This design comes from an exercise in tuning for small area on the open sky130 flow, not from production work.
In this exercise RTL edits were held to simulation tests only and were not proved equivalent to the original.

// spi_denetleyici
module spi_denetleyici (
   input clk_i,
   input rst_i,
   input  [ 7:0] wb_adr_i,
   input  [31:0] wb_dat_i,
   input         wb_we_i,
   input         wb_stb_i,
   input  [ 3:0] wb_sel_i,
   input         wb_cyc_i,
   output        wb_ack_o,
   output [31:0] wb_dat_o,
   input  [3:0] qspi_data_i,
   output [3:0] qspi_data_o,
   output [3:0] qspi_data_oe,
   output spi_cs_o,
   output spi_sck_o
);
export LEC_CHECK = 0
export CAP_MARGIN = 5
export CORE_MARGIN = 2
export CORE_UTILIZATION = 40
export CTS_BUF_LIST = sky130_fd_sc_hd__clkbuf_8
export CTS_CLUSTER_DIAMETER = 60
export CTS_CLUSTER_SIZE = 16
export SLEW_MARGIN = 5
export SYNTH_HIERARCHICAL = 1
create_clock -name core_clock -period 8.0 [get_ports {clk_i}]
standard.sh (not shown) runs the stock make flow with config.mk's settings and CLKGATE_MAP_FILE= SYNTH_SCRIPT=/design/flow/synth_recipe.tcl, a recipe that flattens the netlist after the stock synthesis.
==> flow/flow/run.sh <==
#!/bin/bash
set -e
export BUFFER_PORTS_ARGS="-buffer_cell sky130_fd_sc_hd__buf_1"
bash standard.sh > standard.log 2>&1
Rerun with:
--- a/flow/design.v
+++ b/flow/design.v
@@ -71,15 +71,17 @@
    wire data_tick = clock_en & st_data & ~d_end;
    wire data_end = clock_en & st_data & d_end;
    wire adv = data_tick & word_end;
    wire store = adv & ~write_flash;
    wire wload = enter | (adv & write_flash);
    wire bus_we = wb_we_i & idle;
    wire [2:0] bc_step = st_data ? {x4, x2, x1} : 3'd1;
-   wire [10:0] bc_dec = bit_ctr - {8'd0, bc_step};
+   wire [3:0] bc_lo = {1'b0, bit_ctr[2:0]} - {1'b0, bc_step};
+   wire [7:0] bc_hi = bit_ctr[10:3] - {7'd0, bc_lo[3]};
+   wire [10:0] bc_dec = {bc_hi, bc_lo[2:0]};
    always @(posedge clk_i) begin
       if (rst_i) begin
          state <= S_IDLE;
          word_ctr <= 4'd0;
          bit_ctr <= 11'd0;
          ack <= 1'b0;
          inst_flag <= 1'b0;
@@ -121,15 +123,15 @@
       end
    endgenerate
    wire usel_i = nrst & start;
    wire [1:0] bl = bit_ctr[1:0];
    wire nib_last = x4 | (x2 & (bl == 2'd2)) | (x1 & (bl == 2'd1));
    wire t_sh4 = (inst_tick & (bl == 2'd1)) | (data_tick & write_flash & nib_last);
    wire h4 = nrst & ~wload & t_sh4;
-   wire t_en = rst_i | start | t_sh4 | enter;
+   wire t_hold = nrst & ~(start | t_sh4 | enter);
    wire rd_tick = data_tick & ~write_flash;
    wire r_en = rst_i | (rd_tick & nib_last);
    wire rs3_en = rd_tick & ~x4 & (bl == 2'd0);
    wire rs2_en = rd_tick & ((x1 & (bl == 2'd3)) | (x2 & (bl == 2'd0)));
    wire rs1_en = rd_tick & x1 & (bl == 2'd2);
    reg rs3, rs2, rs1;
    always @(posedge clk_i) begin
@@ -152,19 +154,20 @@
          g_nand2  rd_i (.a(rsel[9]), .b(rf9[g]), .y(rd));
          g_nand4  ro_i (.a(ra), .b(rb), .c(rc), .d(rd), .y(rdat[g]));
          wire ta, tb, tc, td;
          g_a222oi ta_i (.a1(usel[2]), .a2(rf2[g]), .b1(usel[3]), .b2(rf3[g]), .c1(usel[4]), .c2(rf4[g]), .y(ta));
          g_a222oi tb_i (.a1(usel[5]), .a2(rf5[g]), .b1(usel[6]), .b2(rf6[g]), .c1(usel[7]), .c2(rf7[g]), .y(tb));
          g_a222oi tc_i (.a1(usel[8]), .a2(rf8[g]), .b1(usel[9]), .b2(rf9[g]), .c1(usel_i), .c2(iw[g]), .y(tc));
          if (g >= 4) begin : sh4
-            g_nand2 td_i (.a(h4), .b(t_buffer[g-4]), .y(td));
+            g_a222oi td_i (.a1(h4), .a2(t_buffer[g-4]), .b1(t_hold), .b2(t_buffer[g]), .c1(1'b0), .c2(1'b0), .y(td));
             g_nand4 to_i (.a(ta), .b(tb), .c(tc), .d(td), .y(t_d[g]));
             g_a22o wd_i (.a1(idle_nr), .a2(wb_dat_i[g]), .b1(busy_nr), .b2(r_buffer[g-4]), .y(wd[g]));
          end else begin : sh0
-            g_nand3 to_i (.a(ta), .b(tb), .c(tc), .y(t_d[g]));
+            g_nand2 td_i (.a(t_hold), .b(t_buffer[g]), .y(td));
+            g_nand4 to_i (.a(ta), .b(tb), .c(tc), .d(td), .y(t_d[g]));
          end
       end
    endgenerate
    assign wd[3] = (idle_nr & wb_dat_i[3]) | (busy_nr & (x4 ? qspi_data_i[3] : rs3));
    assign wd[2] = (idle_nr & wb_dat_i[2]) | (busy_nr & (x4 ? qspi_data_i[2] : rs2));
    assign wd[1] = (idle_nr & wb_dat_i[1]) | (busy_nr & (x1 ? rs1 : qspi_data_i[1]));
    assign wd[0] = (idle_nr & wb_dat_i[0]) | (busy_nr & qspi_data_i[0]);
@@ -177,15 +180,15 @@
       if (wen[4]) rf4 <= wd;
       if (wen[5]) rf5 <= wd;
       if (wen[6]) rf6 <= wd;
       if (wen[7]) rf7 <= wd;
       if (wen[8]) rf8 <= wd;
       if (wen[9]) rf9 <= wd;
       if (r_en) r_buffer <= wd;
-      if (t_en) t_buffer <= t_d;
+      t_buffer <= t_d;
    end
    wire [1:0] out_mod = (st_dummy | st_data) ? (write_flash ? data_mod : 2'b00) : 2'b01;
    wire om1 = out_mod == 2'b01;
    wire om2 = out_mod == 2'b10;
    wire om3 = out_mod == 2'b11;
    reg x1_bit;
    always @(*)
Global-route usage went up by 1.3 points.
Die area drops by 0.32%.
Routed wire length grows by 5.6%.
Setup slack improves by 42 ps.
Final area is higher by 0.99%.
Fmax rises by 0.72%.
Worst hold slack gets better by 3.9 ps.

[port drivers added, routing unchanged]
How much do the figures lean on ideal ports? The routed layouts below were timed once more, with nothing changed but the port constraints. Step 1 sets driving cells, clkbuf_16 on the clock port and buf_2 on the other inputs (assumed; they add their load-dependent delay and slew). Step 2 times the ports against the registers' clock, not the clock port: input delays grow and output delays shrink by t, the midpoint of the rising clock arrivals with the driver on. Three values: ideal, step 1, step 2; two values: the first two.
| run | t, ns | setup slack, ns | hold WS [ns] | cell pins on the clock port's net |
|---|---|---|---|---|
| the first run | 0.627 | 2.154 / 2.130 / 2.130 | 0.469 / 0.469 / 0.469 | 1 |
| the second run | 0.617 | 2.196 / 2.176 / 2.176 | 0.473 / 0.473 / 0.473 | 1 |
After both steps every run listed still meets setup and hold. For the first run, which loses most, drivers alone change the setup slack by -0.024 ns; drivers and shift together by -0.024 ns.
